From an optimization exercise on the open Yosys and OpenROAD flow, aimed at small area, a short achievable clock period and few clock cycles; shortcuts taken in it are not production practice.
In this exercise RTL edits were held to simulation tests only and were not proved equivalent to the original.

## cpu
module cpu(
    input wire clk,
    input wire rst,
    output wire [31:0] instr_addr,
    input wire [31:0] instruction,
    output wire [31:0] data_addr,
    output wire [31:0] data_out,
    input wire [31:0] data_in,
    output wire mem_write,
    output wire mem_read
);
export LEC_CHECK = 0
export CAP_MARGIN = 20
export CORE_MARGIN = 2
export CORE_UTILIZATION = 50
export CTS_CLUSTER_DIAMETER = 80
export CTS_CLUSTER_SIZE = 24
export SLEW_MARGIN = 20
create_clock -name core_clock -period 12.0 [get_ports {clk}]
standard.sh (not shown) runs the stock make flow with config.mk's settings and CLKGATE_MAP_FILE= SYNTH_SCRIPT=/design/flow/synth_recipe.tcl, a recipe that flattens the netlist after the stock synthesis.
==> flow/flow/run.sh <==
#!/bin/bash
set -euo pipefail
MARGIN=$(cat flow/margin.txt)
bash standard.sh SETUP_SLACK_MARGIN=$MARGIN finish > standard_flow.log 2>&1
==> flow/flow/margin.txt <==
8.0
Testbench counts at the start, summed over its fixed seeds: cycles 46,579.
Next try:
--- a/flow/design.v
+++ b/flow/design.v
@@ -67,22 +67,20 @@
     assign inc = x ^ ones;
     assign dec = x ^ zeros;
 endmodule
 module register_file(
     input  wire        clk,
     input  wire        rst,
     input  wire        we,
     input  wire [4:0]  wa,
     input  wire [31:0] wd,
-    input  wire [3:0]  ra1_hi,
-    input  wire [7:0]  ra1_lo,
-    input  wire [3:0]  ra2_hi,
-    input  wire [7:0]  ra2_lo,
+    input  wire [4:0]  ra1,
+    input  wire [4:0]  ra2,
     output reg  [31:0] rd1,
     output reg  [31:0] rd2
 );
     reg [31:0] regs [1:31];
     reg [31:1] valid;
     integer i;
     always @(posedge clk or posedge rst) begin
         if (rst)
             valid <= 31'b0;
@@ -91,20 +89,20 @@
     end
     always @(posedge clk) begin
         if (we && wa != 5'd0)
             regs[wa] <= wd;
     end
     always @(*) begin
         rd1 = 32'b0;
         rd2 = 32'b0;
         for (i = 1; i < 32; i = i + 1) begin
-            rd1 = rd1 | ({32{valid[i] & ra1_hi[i/8] & ra1_lo[i%8]}} & regs[i]);
-            rd2 = rd2 | ({32{valid[i] & ra2_hi[i/8] & ra2_lo[i%8]}} & regs[i]);
+            rd1 = rd1 | ({32{valid[i] && ra1 == i}} & regs[i]);
+            rd2 = rd2 | ({32{valid[i] && ra2 == i}} & regs[i]);
         end
     end
 endmodule
 module cpu(
     input wire clk,
     input wire rst,
     output wire [31:0] instr_addr,
     input wire [31:0] instruction,
     output wire [31:0] data_addr,
@@ -112,20 +110,18 @@
     input wire [31:0] data_in,
     output wire mem_write,
     output wire mem_read
 );
     reg  [31:2] pc;
     reg  [15:0] bht;             
     reg         ifid_valid;
     reg         ifid_pred;       
     reg         ifid_br, ifid_jal;   
-    reg  [3:0]  ifid_r1_hi, ifid_r2_hi;  
-    reg  [7:0]  ifid_r1_lo, ifid_r2_lo;
     reg  [31:0] ifid_instr;
     reg  [31:2] ifid_pc;
     reg         idex_valid;
     reg         idex_we;         
     reg         idex_load;
     reg         idex_store;
     reg         idex_ctl;        
     reg         idex_ctl1;       
     reg         idex_jalr;
@@ -183,20 +179,19 @@
     wire        pc_rel_co;
     ks_add #(30) pc_rel_add(.x(ifid_pc), .y(imm_pc[31:2]), .cin(1'b0),
                             .sum(pc_rel_w), .cout(pc_rel_co));
     wire [31:0] pc_rel = {pc_rel_w, 2'b00};
     incdec #(30) pc_4_inc(.x(ifid_pc), .inc(pc_4), .dec(pc_4_unused));   
     wire [31:0] rf1, rf2;
     register_file registers(
         .clk(clk), .rst(rst),
         .we(exmem_we), .wa(exmem_rd), .wd(wb_data),
-        .ra1_hi(ifid_r1_hi), .ra1_lo(ifid_r1_lo),
-        .ra2_hi(ifid_r2_hi), .ra2_lo(ifid_r2_lo), .rd1(rf1), .rd2(rf2)
+        .ra1(rs1), .ra2(rs2), .rd1(rf1), .rd2(rf2)
     );
     wire [31:0] rs1_val = (exmem_we && exmem_rd == rs1) ? wb_data : rf1;
     wire [31:0] rs2_val = (exmem_we && exmem_rd == rs2) ? wb_data : rf2;
     wire hit1 = idex_valid & idex_we & (idex_rd == rs1);
     wire hit2 = idex_valid & idex_we & (idex_rd == rs2);
     wire stall = ifid_valid & idex_load &
                  ((uses_rs1 & hit1) | ((is_op | is_br) & hit2));
     wire [31:0] result;           
     wire ex_redirect;
@@ -246,22 +241,18 @@
         else if (ex_redirect || id_redirect)
             ifid_valid <= 1'b0;
         else if (!stall)
             ifid_valid <= 1'b1;
     end
     always @(posedge clk) begin
         if (!stall) begin
             ifid_pred  <= f_pred;
             ifid_br    <= f_br;
-            ifid_r1_hi <= 4'b1 << fi[19:18];
-            ifid_r1_lo <= 8'b1 << fi[17:15];
-            ifid_r2_hi <= 4'b1 << fi[24:23];
-            ifid_r2_lo <= 8'b1 << fi[22:20];
             ifid_jal   <= f_jal;
             ifid_instr <= instruction;
             ifid_pc    <= pc;
         end
     end
     wire over1 = is_br & ~ifid_pred & (imm_b[11:0] == 12'd8) & ~f_pred;
     always @(posedge clk or posedge rst) begin
         if (rst) begin
             idex_valid <= 1'b0;
Cell count decreases by about 0.5%; global-route usage increases by 0.88 points; design area decreases by 1.2%; via count decreases by 0.46%; hold slack gets worse by 3.8 ps.
Testbench counts after the change, summed over its fixed seeds: cycles 46,579.

separate check: timing with driven ports:
The flow's constraints put no driver on any port. The routed layouts listed below were extracted and timed again, unchanged, in two steps. Step 1, drivers: a clkbuf_16 drives clk and a buf_2 each remaining input, both assumed. Step 2 also shifts input and output timing later by t, the mid clock arrival at the registers, as if the neighbouring blocks saw the same clock. Three values: no drivers, after step 1, after step 2; two values: the first two.
| run | t, ns | setup slack, ns | clock arrival spread, ns |
|---|---|---|---|
| the first run | 0.805 | 7.859 / 7.859 / 7.207 | 0.066 / 0.066 |
| the second run | 0.813 | 7.890 / 7.890 / 7.201 | 0.070 / 0.070 |
After both steps every run listed still meets setup and hold. For the second run, which loses most, drivers alone change the setup slack by 0.000 ns; drivers and shift together by -0.689 ns.
